This is an optimization exercise on Yosys and OpenROAD, whose aim is a short achievable clock period and few clock cycles, not a production implementation.
Function was checked by simulation only, so behaviour that the tests miss may differ from the original.
The clock port is modelled as an ideal driver; clocking choices that lean on that would not hold on a real chip.
Power and IR drop assume default switching activity.

==> wip/onyx: inputs <==
==> flow/design.v <==
module mnpk01 (
    input         clk,
    input         rst,
    output [15:0] rom_addr,
    input  [7:0]  rom_data,
    output [15:0] ram_addr,
    output [7:0]  ram_wdata,
    output        ram_we,
    input  [7:0]  ram_rdata,
    output        halted
);
    localparam OP = 2'd0, B1 = 2'd1, B2 = 2'd2, B3 = 2'd3;
    reg [15:0] pc;
    reg [1:0]  st;
    reg        hlt;
    reg        fz, fc, fn;
    reg [3:0]  jop;
    reg        d_mvi, d_mov, d_mvib, d_load, d_store, d_jmp, d_alu;
    reg [7:0]  b1, b2, q;
    wire op_multi = ((rom_data >= 8'h01) && (rom_data <= 8'h0B)) ||
                    ((rom_data[7:4] == 4'h1) && (rom_data[3:0] <= 4'hD));
    wire op_halt  = (rom_data == 8'hFF);
    reg        x_valid;
    reg        w_valid, w_alu, w_both;
    reg        w_wlo, w_whi;
    reg [3:0]  w_reg;
    reg [7:0]  w_a, w_b, w_hi;
    reg        w_cin;
    reg        w_sum, w_and, w_or, w_xor, w_not, w_shl, w_shr, w_rol, w_pass;
    reg        w_zf, w_c_co, w_c_nco, w_cmp, w_c7, w_c0;
    reg        r_wlo, r_whi;
    reg [3:0]  r_reg;
    reg [7:0]  r_lo, r_hi;
    reg [15:0] ram_addr_r;
    reg [7:0]  ram_wdata_r;
    reg        ram_we_r;
    reg        halted_r;
    wire [8:0] sum = {1'b0, w_a} + {1'b0, w_b} + {8'd0, w_cin};
    wire       w_fl   = w_valid & w_alu;
    wire       zero_f = ((w_a ^ w_b) == {w_a[6:0] | w_b[6:0], w_cin});
    wire       nz = w_zf & zero_f;
    wire       nc = (w_c_co & sum[8]) | (w_c_nco & ~sum[8]) |
                    (w_cmp & sum[8] & ~zero_f) | (w_c7 & w_a[7]) | (w_c0 & w_a[0]);
    wire       nn = w_cmp & ~sum[8];
    wire       fz_n = w_fl ? nz : fz;
    wire       fc_n = w_fl ? nc : fc;
    wire       fn_n = w_fl ? nn : fn;
    reg        jnt;                    
    reg  [5:0] jt;                     
    wire op_cj = (rom_data[7:4] == 4'h0) && (rom_data[3:0] >= 4'h7) && (rom_data[3:0] <= 4'hB);
    reg  op_c;
    always @(*) begin
        case (rom_data[3:0])
            4'h7:    op_c = fz_n;
            4'h8:    op_c = ~fz_n;
            4'h9:    op_c = fc_n;
            4'hA:    op_c = ~fc_n;
            default: op_c = fn_n;
        endcase
    end
    wire skip  = (st == B1) & jnt;
    wire take  = jt[0] | (jt[1] & fz) | (jt[2] & ~fz) | (jt[3] & fc) | (jt[4] & ~fc) | (jt[5] & fn);
    wire last3 = (st == B2) & (d_mvi | d_mov | d_alu);
    wire last4 = (st == B3);
    wire disp  = ~hlt & (last3 | last4);
    wire [15:0] pc_a = take ? {rom_data, b1} : pc + 16'd1;
    reg dq_mvi, dq_mov, dq_mvib, dq_load, dq_store, dq_jmp, dq_alu;
    always @(posedge clk or posedge rst) begin
        if (rst) begin
            pc  <= 16'h0000;
            st  <= OP;
            jnt <= 1'b0;
            jt  <= 6'h00;
            hlt <= 1'b0;
        end else begin
            pc  <= skip ? pc + 16'd2 : pc_a;
            jnt <= (st == OP) & op_cj & ~op_c & ~(x_valid & d_alu);
            jt  <= {6{(st == B1) & dq_jmp & ~jnt}} & (6'd1 << (q[3:0] - 4'd6));
            case (st)
                OP: begin
                    if (op_halt)
                        hlt <= 1'b1;
                    st <= op_multi ? B1 : OP;
                end
                B1:      st <= skip ? OP : B2;
                B2:      st <= (d_mvib | d_load | d_store) ? B3 : OP;
                default: st <= OP;
            endcase
        end
    end
    always @(posedge clk) begin
        q        <= rom_data;
        dq_mvi   <= (rom_data == 8'h01);
        dq_mov   <= (rom_data == 8'h02);
        dq_mvib  <= (rom_data == 8'h03);
        dq_load  <= (rom_data == 8'h04);
        dq_store <= (rom_data == 8'h05);
        dq_jmp   <= (rom_data >= 8'h06) && (rom_data <= 8'h0B);
        dq_alu   <= (rom_data[7:4] == 4'h1) && (rom_data[3:0] <= 4'hD);
        if (st == B1) begin
            b1      <= rom_data;
            jop     <= q[3:0];
            d_mvi   <= dq_mvi;
            d_mov   <= dq_mov;
            d_mvib  <= dq_mvib;
            d_load  <= dq_load;
            d_store <= dq_store;
            d_jmp   <= dq_jmp;
            d_alu   <= dq_alu;
        end
        if (st == B2)
            b2 <= rom_data;
    end
    reg [7:0]  rf [0:31];             
    reg [31:0] rv;                    
    wire [7:0] qa = rv[b1[4:0]] ? rf[b1[4:0]] : 8'h00;
    wire [7:0] qb = rv[q[4:0]]  ? rf[q[4:0]]  : 8'h00;
    wire [31:0] r_we = {{16{r_whi}} & (16'd1 << r_reg), {16{r_wlo}} & (16'd1 << r_reg)};
    integer i;
    always @(posedge clk) begin
        for (i = 0; i < 32; i = i + 1)
            if (r_we[i])
                rf[i] <= (i < 16) ? r_lo : r_hi;
    end
    wire [3:0] aop = jop;
    wire x_wr = x_valid & (d_mvi | d_mov | d_mvib | d_load | d_alu);
    wire [7:0] res = ({8{w_sum}}  & sum[7:0])
                   | ({8{w_and}}  & (w_a & w_b))
                   | ({8{w_or}}   & (w_a | w_b))
                   | ({8{w_xor}}  & (w_a ^ w_b))
                   | ({8{w_not}}  & ~w_a)
                   | ({8{w_shl}}  & {w_a[6:0], 1'b0})
                   | ({8{w_shr}}  & {1'b0, w_a[7:1]})
                   | ({8{w_rol}}  & {w_a[6:0], w_a[7]})
                   | ({8{w_pass}} & w_a);
    always @(posedge clk or posedge rst) begin
        if (rst) begin
            x_valid  <= 1'b0;
            w_valid  <= 1'b0;
            w_alu    <= 1'b0;
            w_wlo    <= 1'b0;
            w_whi    <= 1'b0;
            r_wlo    <= 1'b0;
            r_whi    <= 1'b0;
            rv       <= 32'h0;
            ram_we_r <= 1'b0;
            fz <= 1'b0; fc <= 1'b0; fn <= 1'b0;
            halted_r <= 1'b0;
        end else begin
            x_valid  <= disp;
            w_valid  <= x_wr;
            w_alu    <= x_valid & d_alu;
            w_wlo    <= x_wr & (d_mvib | ~b1[4]);
            w_whi    <= x_wr & (d_mvib | b1[4]);
            ram_we_r <= x_valid & d_store;
            r_wlo    <= w_wlo;
            r_whi    <= w_whi;
            if (w_fl) begin
                fz <= nz;
                fc <= nc;
                fn <= nn;
            end
            rv <= rv | r_we;
            halted_r <= hlt | ((st == OP) & op_halt & ~(x_valid & d_store));
        end
    end
    always @(posedge clk) begin
        ram_addr_r  <= (last4 & d_load) ? {rom_data, b2} : {b2, b1};
        ram_wdata_r <= qb;
        w_both <= d_mvib;
        w_reg  <= b1[3:0];
        r_reg  <= w_reg;
        w_hi   <= q;
        if (d_alu)
            w_a <= qa;
        else if (d_mvi)
            w_a <= q;
        else if (d_mvib)
            w_a <= b2;
        else if (d_load)
            w_a <= ram_rdata;
        else
            w_a <= qb;
        case (aop)
            4'h1, 4'hB: w_b <= ~qb;      
            4'h2:       w_b <= 8'h00;    
            4'h3:       w_b <= 8'hFF;    
            default:    w_b <= qb;
        endcase
        w_cin   <= (aop == 4'h1) | (aop == 4'h2) | (aop == 4'hB);
        w_sum   <= d_alu & (aop <= 4'h3);
        w_and   <= d_alu & (aop == 4'h4);
        w_or    <= d_alu & (aop == 4'h5);
        w_xor   <= d_alu & (aop == 4'h6);
        w_not   <= d_alu & (aop == 4'h7);
        w_shl   <= d_alu & (aop == 4'h8);
        w_shr   <= d_alu & (aop == 4'h9);
        w_rol   <= d_alu & (aop == 4'hA);
        w_pass  <= ~d_alu | (aop == 4'hB) | (aop == 4'hC);
        w_zf    <= (aop == 4'h0) | (aop == 4'h1) | (aop == 4'h3) | (aop == 4'hB);
        w_c_co  <= (aop == 4'h0) | (aop == 4'h2);
        w_c_nco <= (aop == 4'h1) | (aop == 4'h3);
        w_cmp   <= (aop == 4'hB);
        w_c7    <= (aop == 4'h8) | (aop == 4'hA);
        w_c0    <= (aop == 4'h9);
        r_lo <= res;
        r_hi <= w_both ? w_hi : res;
    end
    assign rom_addr  = pc;
    assign ram_addr  = ram_addr_r;
    assign ram_wdata = ram_wdata_r;
    assign ram_we    = ram_we_r;
    assign halted    = halted_r;
endmodule
==> flow/flow/run.sh <==
#!/bin/bash
set -euo pipefail
here=$(pwd)
bash standard.sh SETUP_SLACK_MARGIN=6.4 PRE_CTS_TCL="$here/flow/pre_cts.tcl" finish > standard.log 2>&1
==> flow/flow/pre_cts.tcl <==
proc my_remove_clock_root {} {
  set block [ord::get_db_block]
  set clk_net [$block findNet clk]
  set roots {}
  foreach it [$clk_net getITerms] {
    lappend roots [$it getInst]
  }
  if { [llength $roots] != 1 } {
    puts "remove_clock_root: clk drives [llength $roots] cells, left as is"
    return
  }
  set root [lindex $roots 0]
  set out_net ""
  foreach it [$root getITerms] {
    if { [$it isOutputSignal] } { set out_net [$it getNet] }
  }
  if { $out_net == "" } { return }
  set loads {}
  foreach it [$out_net getITerms] {
    if { [$it getInst] != $root } { lappend loads $it }
  }
  if { [llength $loads] > 4 || [llength [$out_net getBTerms]] > 0 } {
    puts "remove_clock_root: root drives [llength $loads] pins, left as is"; foreach l $loads { puts "  [[$l getInst] getName] [[[$l getInst] getMaster] getName] [$l getIoType]" }
    return
  }
  puts "remove_clock_root: removing [$root getName], clk now drives [llength $loads] buffers"
  foreach it [$root getITerms] {
    if { [$it getNet] != "NULL" } { $it disconnect }
  }
  foreach it $loads {
    $it disconnect
    $it connect $clk_net
  }
  odb::dbInst_destroy $root
  odb::dbNet_destroy $out_net
}

rename clock_tree_synthesis my_clock_tree_synthesis
proc clock_tree_synthesis { args } {
  my_clock_tree_synthesis {*}$args
  my_remove_clock_root
}
==> flow/standard.sh <==
#!/bin/bash
# synth_recipe.tcl (not shown) runs the flow's synth.tcl, then flattens the netlist and writes it again
# the make line also repeats each setting of config.mk as NAME=value (left out here)
make -C /OpenROAD-flow-scripts/flow DESIGN_CONFIG=/design/flow/config.mk WORK_HOME=/design/flow/orfs CLKGATE_MAP_FILE= SYNTH_SCRIPT=/design/flow/synth_recipe.tcl "${@:-finish}"
==> flow/config.mk <==
export PLATFORM = sky130hd
export DESIGN_NAME = mnpk01
export DESIGN_NICKNAME = mnpk01
export VERILOG_FILES = /design/flow/design.v
export SDC_FILE = /design/flow/constraint.sdc
export NUM_CORES = 4
export LEC_CHECK = 0
export ABC_CLOCK_PERIOD_IN_PS = 2500
export CAP_MARGIN = 20
export CORE_MARGIN = 2
export CORE_UTILIZATION = 40
export SLEW_MARGIN = 20
export TNS_END_PERCENT = 100
==> flow/constraint.sdc <==
create_clock -name core_clock -period 9.0 [get_ports {clk}]
set_input_delay 1.8000 -clock core_clock [delete_from_list [all_inputs] [get_ports {clk}]]
set_output_delay 1.8000 -clock core_clock [all_outputs]
set_load 0.01 [all_outputs]
==> inputs of wip/garnet, as changes to wip/onyx <==
==> flow/design.v, changed modules only <==
module mnpk01 (
    input         clk,
    input         rst,
    output [15:0] rom_addr,
    input  [7:0]  rom_data,
    output [15:0] ram_addr,
    output [7:0]  ram_wdata,
    output        ram_we,
    input  [7:0]  ram_rdata,
    output        halted
);
    localparam OP = 2'd0, B1 = 2'd1, B2 = 2'd2, B3 = 2'd3;
    reg [15:0] pc;
    reg [15:0] pco;                  
    reg [1:0]  st;
    reg        hlt;
    reg        fz, fc, fn;
    reg [3:0]  jop;
    reg        d_mvi, d_mov, d_mvib, d_load, d_store, d_jmp, d_alu;
    reg [7:0]  b1, b2, q;
    reg [31:0] sela, selb;           
    wire op_multi = ((rom_data >= 8'h01) && (rom_data <= 8'h0B)) ||
                    ((rom_data[7:4] == 4'h1) && (rom_data[3:0] <= 4'hD));
    wire op_halt  = (rom_data == 8'hFF);
    reg        x_valid;
    reg        w_valid, w_alu, w_both;
    reg        w_wlo, w_whi;
    reg [3:0]  w_reg;
    reg [7:0]  w_a, w_b, w_hi;
    reg        w_cin;
    reg        w_sum, w_and, w_or, w_xor, w_not, w_shl, w_shr, w_rol, w_pass;
    reg        w_zf, w_c_co, w_c_nco, w_cmp, w_c7, w_c0;
    reg        r_wlo, r_whi;
    reg [3:0]  r_reg;
    reg [7:0]  r_lo, r_hi;
    reg [15:0] ram_addr_r;
    reg [7:0]  ram_wdata_r;
    reg        ram_we_r;
    reg        halted_r;
    wire [7:0] bb  = w_b;              
    wire [8:0] sum = {1'b0, w_a} + {1'b0, bb} + {8'd0, w_cin};
    wire       w_fl   = w_valid & w_alu;
    wire       zero_f = ((w_a ^ bb) == {w_a[6:0] | bb[6:0], w_cin});
    wire       nz = w_zf & zero_f;
    wire       nc = (w_c_co & sum[8]) | (w_c_nco & ~sum[8]) |
                    (w_cmp & sum[8] & ~zero_f) | (w_c7 & w_a[7]) | (w_c0 & w_a[0]);
    wire       nn = w_cmp & ~sum[8];
    wire       fz_n = w_fl ? nz : fz;
    wire       fc_n = w_fl ? nc : fc;
    wire       fn_n = w_fl ? nn : fn;
    localparam NB = 4;
    reg [NB-1:0] bv;
    reg [15:0]   btagm1 [0:NB-1];      
    reg [15:0]   btgt [0:NB-1];
    reg [5:0]    bkind [0:NB-1];       
    reg [1:0]    bptr;                 
    reg [15:0]   pcop;                 
    reg          seq;                  
    reg [NB-1:0] hitr;                 
    reg [15:0]   tgtr;                 
    reg [5:0]    bkr;                  
    reg          spec_r;               
    reg          skz;                  
    reg  [15:0]  sft;                  
    reg [NB-1:0] bh;
    reg [15:0]   btarget;
    reg [5:0]    bk;
    integer n;
    always @(*) begin
        btarget = 16'h0000;
        bk      = 6'h00;
        for (n = 0; n < NB; n = n + 1) begin
            bh[n]   = bv[n] & (btagm1[n] == pc);
            btarget = btarget | ({16{bh[n]}} & btgt[n]);
            bk      = bk | ({6{bh[n]}} & bkind[n]);
        end
    end
    function jk;                       
        input [5:0] k;
        input z, c, n;
        jk = k[0] | (k[1] & z) | (k[2] & ~z) | (k[3] & c) | (k[4] & ~c) | (k[5] & n);
    endfunction
    wire settled = ~(x_valid & d_alu) & ~w_fl;      
    wire hit     = seq & (st == OP) & ~spec_r & (|hitr) &
                   (settled | bkr[0] | bkr[1] | bkr[2]);
    wire hit_nt  = hit & settled & ~jk(bkr, fz, fc, fn);
    wire hit_t   = hit & ~hit_nt;
    wire hit_sp  = hit & ~settled & ~bkr[0];
    wire nz_n    = w_fl ? nz : fz;
    wire mis     = spec_r & (skz ? ~nz_n : nz_n);
    reg        jnt;                    
    reg  [5:0] jt;                     
    wire op_cj = (rom_data[7:4] == 4'h0) && (rom_data[3:0] >= 4'h7) && (rom_data[3:0] <= 4'hB);
    reg  op_c;
    always @(*) begin
        case (rom_data[3:0])
            4'h7:    op_c = fz;
            4'h8:    op_c = ~fz;
            4'h9:    op_c = fc;
            4'hA:    op_c = ~fc;
            default: op_c = fn;
        endcase
    end
    wire skip  = (st == B1) & jnt;
    wire take  = jk(jt, fz, fc, fn);
    wire last3 = (st == B2) & (d_mvi | d_mov | d_alu);
    wire last4 = (st == B3);
    wire disp  = ~hlt & (last3 | last4);
    wire op_hlt = (st == OP) & op_halt & ~mis;
    wire [15:0] pc_a = take ? {rom_data, b1} : (skip ? pc + 16'd2 : pc + 16'd1);
    wire [15:0] pc_b = hit_nt ? pc + 16'd3 : (hit_t ? tgtr : pc_a);
    wire [15:0] pco_a = take ? {rom_data, b1} : (skip ? pco + 16'd2 : pco + 16'd1);
    wire [15:0] pco_b = hit_nt ? pco + 16'd3 : (hit_t ? tgtr : pco_a);
    reg dq_mvi, dq_mov, dq_mvib, dq_load, dq_store, dq_jmp, dq_alu;
    always @(posedge clk or posedge rst) begin
        if (rst) begin
            pc  <= 16'h0000;
            pco <= 16'h0000;
            st  <= OP;
            jnt <= 1'b0;
            jt  <= 6'h00;
            hlt <= 1'b0;
            bv  <= {NB{1'b0}};
            bptr <= 2'd0;
            spec_r <= 1'b0;
            seq <= 1'b0;
        end else begin
            pc  <= mis ? sft : pc_b;
            pco <= mis ? sft : pco_b;
            jnt <= (st == OP) & op_cj & ~op_c & settled;
            jt  <= {6{(st == B1) & dq_jmp & ~jnt}} & (6'd1 << (q[3:0] - 4'd6));
            spec_r   <= hit_sp;
            seq      <= ~(mis | hit_nt | hit_t | take | skip);
            if (op_hlt)
                hlt <= 1'b1;
            if (mis)
                st <= OP;
            else case (st)
                OP:      st <= (op_multi & ~hit) ? B1 : OP;
                B1:      st <= skip ? OP : B2;
                B2:      st <= (d_mvib | d_load | d_store) ? B3 : OP;
                default: st <= OP;
            endcase
            if ((st == B2) & d_jmp) begin
                bv[bptr] <= 1'b1;
                bptr     <= bptr + 2'd1;
            end
        end
    end
    always @(posedge clk) begin
        hitr  <= bh;
        tgtr  <= btarget;
        bkr   <= bk;
        skz   <= bkr[1];
        if (hit_sp)
            sft <= pc + 16'd3;
        if (st == OP)
            pcop <= pc;
        if ((st == B2) & d_jmp) begin
            btagm1[bptr] <= pcop - 16'd1;
            btgt[bptr]  <= {rom_data, b1};
            bkind[bptr] <= 6'd1 << (jop - 4'd6);
        end
    end
    always @(posedge clk) begin
        q        <= rom_data;
        selb     <= 32'd1 << rom_data[4:0];
        dq_mvi   <= (rom_data == 8'h01);
        dq_mov   <= (rom_data == 8'h02);
        dq_mvib  <= (rom_data == 8'h03);
        dq_load  <= (rom_data == 8'h04);
        dq_store <= (rom_data == 8'h05);
        dq_jmp   <= (rom_data >= 8'h06) && (rom_data <= 8'h0B);
        dq_alu   <= (rom_data[7:4] == 4'h1) && (rom_data[3:0] <= 4'hD);
        if (st == B1) begin
            b1      <= rom_data;
            sela    <= 32'd1 << rom_data[4:0];
            jop     <= q[3:0];
            d_mvi   <= dq_mvi;
            d_mov   <= dq_mov;
            d_mvib  <= dq_mvib;
            d_load  <= dq_load;
            d_store <= dq_store;
            d_jmp   <= dq_jmp;
            d_alu   <= dq_alu;
        end
        if (st == B2)
            b2 <= rom_data;
    end
    reg [7:0]  rf [0:31];             
    reg [31:0] rv;                    
    wire [31:0] va = sela & rv;
    wire [31:0] vb = selb & rv;
    reg [7:0] qa, qb;
    integer k;
    always @(*) begin
        qa = 8'h00;
        qb = 8'h00;
        for (k = 0; k < 32; k = k + 1) begin
            qa = qa | ({8{va[k]}} & rf[k]);
            qb = qb | ({8{vb[k]}} & rf[k]);
        end
    end
    wire [31:0] r_we = {{16{r_whi}} & (16'd1 << r_reg), {16{r_wlo}} & (16'd1 << r_reg)};
    integer i;
    always @(posedge clk) begin
        for (i = 0; i < 32; i = i + 1)
            if (r_we[i])
                rf[i] <= (i < 16) ? r_lo : r_hi;
    end
    wire [3:0] aop = jop;
    wire x_wr = x_valid & (d_mvi | d_mov | d_mvib | d_load | d_alu);
    wire [7:0] res = ({8{w_sum}}  & sum[7:0])
                   | ({8{w_and}}  & (w_a & w_b))
                   | ({8{w_or}}   & (w_a | w_b))
                   | ({8{w_xor}}  & (w_a ^ w_b))
                   | ({8{w_not}}  & ~w_a)
                   | ({8{w_shl}}  & {w_a[6:0], 1'b0})
                   | ({8{w_shr}}  & {1'b0, w_a[7:1]})
                   | ({8{w_rol}}  & {w_a[6:0], w_a[7]})
                   | ({8{w_pass}} & w_a);
    always @(posedge clk or posedge rst) begin
        if (rst) begin
            x_valid  <= 1'b0;
            w_valid  <= 1'b0;
            w_alu    <= 1'b0;
            w_wlo    <= 1'b0;
            w_whi    <= 1'b0;
            r_wlo    <= 1'b0;
            r_whi    <= 1'b0;
            rv       <= 32'h0;
            ram_we_r <= 1'b0;
            fz <= 1'b0; fc <= 1'b0; fn <= 1'b0;
            halted_r <= 1'b0;
        end else begin
            x_valid  <= disp;
            w_valid  <= x_wr;
            w_alu    <= x_valid & d_alu;
            w_wlo    <= x_wr & (d_mvib | ~b1[4]);
            w_whi    <= x_wr & (d_mvib | b1[4]);
            ram_we_r <= x_valid & d_store;
            r_wlo    <= w_wlo;
            r_whi    <= w_whi;
            if (w_fl) begin
                fz <= nz;
                fc <= nc;
                fn <= nn;
            end
            rv <= rv | r_we;
            halted_r <= hlt | (op_hlt & ~(x_valid & d_store));
        end
    end
    always @(posedge clk) begin
        ram_addr_r  <= (last4 & d_load) ? {rom_data, b2} : {b2, b1};
        ram_wdata_r <= qb;
        w_both <= d_mvib;
        w_reg  <= b1[3:0];
        r_reg  <= w_reg;
        w_hi   <= q;
        if (d_alu)
            w_a <= qa;
        else if (d_mvi)
            w_a <= q;
        else if (d_mvib)
            w_a <= b2;
        else if (d_load)
            w_a <= ram_rdata;
        else
            w_a <= qb;
        case (aop)
            4'h1, 4'hB: w_b <= ~qb;      
            4'h2:       w_b <= 8'h00;    
            4'h3:       w_b <= 8'hFF;    
            default:    w_b <= qb;       
        endcase
        w_cin   <= (aop == 4'h1) | (aop == 4'h2) | (aop == 4'hB);
        w_sum   <= d_alu & (aop <= 4'h3);
        w_and   <= d_alu & (aop == 4'h4);
        w_or    <= d_alu & (aop == 4'h5);
        w_xor   <= d_alu & (aop == 4'h6);
        w_not   <= d_alu & (aop == 4'h7);
        w_shl   <= d_alu & (aop == 4'h8);
        w_shr   <= d_alu & (aop == 4'h9);
        w_rol   <= d_alu & (aop == 4'hA);
        w_pass  <= ~d_alu | (aop == 4'hB) | (aop == 4'hC);
        w_zf    <= (aop == 4'h0) | (aop == 4'h1) | (aop == 4'h3) | (aop == 4'hB);
        w_c_co  <= (aop == 4'h0) | (aop == 4'h2);
        w_c_nco <= (aop == 4'h1) | (aop == 4'h3);
        w_cmp   <= (aop == 4'hB);
        w_c7    <= (aop == 4'h8) | (aop == 4'hA);
        w_c0    <= (aop == 4'h9);
        r_lo <= res;
        r_hi <= w_both ? w_hi : res;
    end
    assign rom_addr  = pco;
    assign ram_addr  = ram_addr_r;
    assign ram_wdata = ram_wdata_r;
    assign ram_we    = ram_we_r;
    assign halted    = halted_r;
endmodule
==> flow/flow/run.sh (replaced) <==
#!/bin/bash
set -euo pipefail
here=$(pwd)
bash standard.sh SETUP_SLACK_MARGIN=6.6 PRE_CTS_TCL="$here/flow/pre_cts.tcl" finish > standard.log 2>&1
- CTS_CLUSTER_DIAMETER: unset -> 80
- CTS_CLUSTER_SIZE: unset -> 20
==> inputs of wip/indigo, as changes to wip/onyx <==
--- a/flow/design.v
+++ b/flow/design.v
@@ -27,3 +27,3 @@
     reg [7:0]  w_a, w_b, w_hi;
-    reg        w_cin;
+    reg        w_cin, w_bz, w_binv;
     reg        w_sum, w_and, w_or, w_xor, w_not, w_shl, w_shr, w_rol, w_pass;
@@ -37,5 +37,6 @@
     reg        halted_r;
-    wire [8:0] sum = {1'b0, w_a} + {1'b0, w_b} + {8'd0, w_cin};
+    wire [7:0] bb  = (w_b & {8{~w_bz}}) ^ {8{w_binv}};
+    wire [8:0] sum = {1'b0, w_a} + {1'b0, bb} + {8'd0, w_cin};
     wire       w_fl   = w_valid & w_alu;
-    wire       zero_f = ((w_a ^ w_b) == {w_a[6:0] | w_b[6:0], w_cin});
+    wire       zero_f = ((w_a ^ bb) == {w_a[6:0] | bb[6:0], w_cin});
     wire       nz = w_zf & zero_f;
@@ -92,2 +93,3 @@
         q        <= rom_data;
+        selb     <= 32'd1 << rom_data[4:0];
         dq_mvi   <= (rom_data == 8'h01);
@@ -101,2 +103,3 @@
             b1      <= rom_data;
+            sela    <= 32'd1 << rom_data[4:0];
             jop     <= q[3:0];
@@ -115,4 +118,15 @@
     reg [31:0] rv;                    
-    wire [7:0] qa = rv[b1[4:0]] ? rf[b1[4:0]] : 8'h00;
-    wire [7:0] qb = rv[q[4:0]]  ? rf[q[4:0]]  : 8'h00;
+    reg [31:0] sela, selb;
+    wire [31:0] va = sela & rv;
+    wire [31:0] vb = selb & rv;
+    reg [7:0] qa, qb;
+    integer k;
+    always @(*) begin
+        qa = 8'h00;
+        qb = 8'h00;
+        for (k = 0; k < 32; k = k + 1) begin
+            qa = qa | ({8{va[k]}} & rf[k]);
+            qb = qb | ({8{vb[k]}} & rf[k]);
+        end
+    end
     wire [31:0] r_we = {{16{r_whi}} & (16'd1 << r_reg), {16{r_wlo}} & (16'd1 << r_reg)};
@@ -183,8 +197,5 @@
             w_a <= qb;
-        case (aop)
-            4'h1, 4'hB: w_b <= ~qb;      
-            4'h2:       w_b <= 8'h00;    
-            4'h3:       w_b <= 8'hFF;    
-            default:    w_b <= qb;
-        endcase
+        w_b     <= qb;
+        w_bz    <= (aop == 4'h2) | (aop == 4'h3);
+        w_binv  <= (aop == 4'h1) | (aop == 4'h3) | (aop == 4'hB);
         w_cin   <= (aop == 4'h1) | (aop == 4'h2) | (aop == 4'hB);
==> flow/flow/run.sh (replaced) <==
#!/bin/bash
set -euo pipefail
here=$(pwd)
bash standard.sh SETUP_SLACK_MARGIN=6.6 PRE_CTS_TCL="$here/flow/pre_cts.tcl" finish > standard.log 2>&1
==> notes.md <==
Worst setup EP type=output port; delay-heaviest family, CP=flip-flops; switch share=0.378; sequential-to-total area share from yosys stat=0.665; total die area=~0.08 mm^2; setup ws final=about 6100 ps; Reg area=roughly 0.021 mm^2; DIE HEIGHT=between 200 and 300 um; routed wire length on met2=between 50,000 and 60,000 um; M2 GR Usage=0.480; vias in the first global route=~22,000; Synth cell types=75; status=timing/DRC/antenna clean; Post-Layout Inst Area=around 0.036 mm^2; FF+latch count=around 760; leak pwr=around 0.013 uW; clock network fraction of total power=0.207; multi-input combinational area share=0.296; TritonRoute pass-1 iters=7; Seq cells post-synth=between 700 and 800; M1 GR Usage=0.424
Source of the figures above: wip/garnet

==> notes.md <==
status=timing/DRC/antenna clean; Syn Area/Cell=around 12 um^2; DIE HEIGHT=around 230 um; delay-heaviest family, CP=simple AND/OR/NAND/NOR gates; FF+latch count=between 400 and 500; switch share=0.312; Synth cell types=81; setup ws final=approximately 6200 ps; Wirelength per Cell=37.2 um; total die area=around 0.053 mm^2; routed wire length on met2=41,700 um; Reg area=approximately 0.012 mm^2; layout cell share with drive strength beyond 1=0.305; clock network fraction of total power=0.329; sequential-to-total area share from yosys stat=0.599; M1 GR Usage=0.509; Seq cells post-synth=approximately 460; Worst setup EP type=register; TritonRoute pass-1 iters=6; leak pwr=about 0.01 uW; M2 GR Usage=0.528
Source of the figures above: wip/onyx

==> notes.md <==
M2 GR Usage=0.454; clock network fraction of total power=0.346; initial drt markers=~2,900; Reg area=about 0.014 mm^2; Reg2Reg Setup Slack=6210 ps; Post-Layout Inst Area=~0.025 mm^2; leak pwr=a little over 0.009 uW; multi-input combinational area share=0.289; DIE HEIGHT=roughly 230 um; Synth cell types=64; delay-heaviest family, CP=simple AND/OR/NAND/NOR gates; routed wire length on met2=36,300 um; total die area=between 0.05 and 0.06 mm^2; switch share=0.282; sequential-to-total area share from yosys stat=0.662; TritonRoute pass-1 iters=8; vias in the first global route=15,500; status=timing/DRC/antenna clean; setup ws final=6120 ps
Source of the figures above: wip/indigo

Testbench counts of wip/onyx, summed over its fixed seeds: cycles 47,411.
Testbench counts of wip/garnet, summed over its fixed seeds: cycles 45,731.
Testbench counts of wip/indigo, summed over its fixed seeds: cycles 47,411.

## what the ideal ports hide
No port has a modelled driver above. Below, the same layouts with a new extraction and two added sets of constraints. Step 1: set_driving_cell puts a clkbuf_16 on clk and a buf_2 on each other input, an assumption about the parent block. Step 2 moves the port delays by t, midway between the first and last clock arrival at a register: inputs arrive t later, outputs are due t later. That takes back most of the time a late clock gives input paths. a / b / c = ideal ports / drivers / drivers and shift; a / b = the first two.
run | t, ns | slack for setup (ns) | latest minus earliest clock arrival (ns) | worst register clock-pin slew, ns | cell pins on the clock port's net
wip/onyx | 0.538 | 6.180 / 6.089 / 5.982 | 0.016 / 0.016 | 0.07 / 0.07 | 4
wip/garnet | 0.561 | 6.142 / 6.017 / 5.987 | 0.051 / 0.051 | 0.10 / 0.10 | 4
wip/indigo | 0.542 | 6.120 / 6.087 / 5.647 | 0.019 / 0.019 | 0.07 / 0.07 | 4
After both steps every run listed still meets setup and hold. For wip/indigo, which loses most, drivers alone change the setup slack by -0.033 ns; drivers and shift together by -0.473 ns.
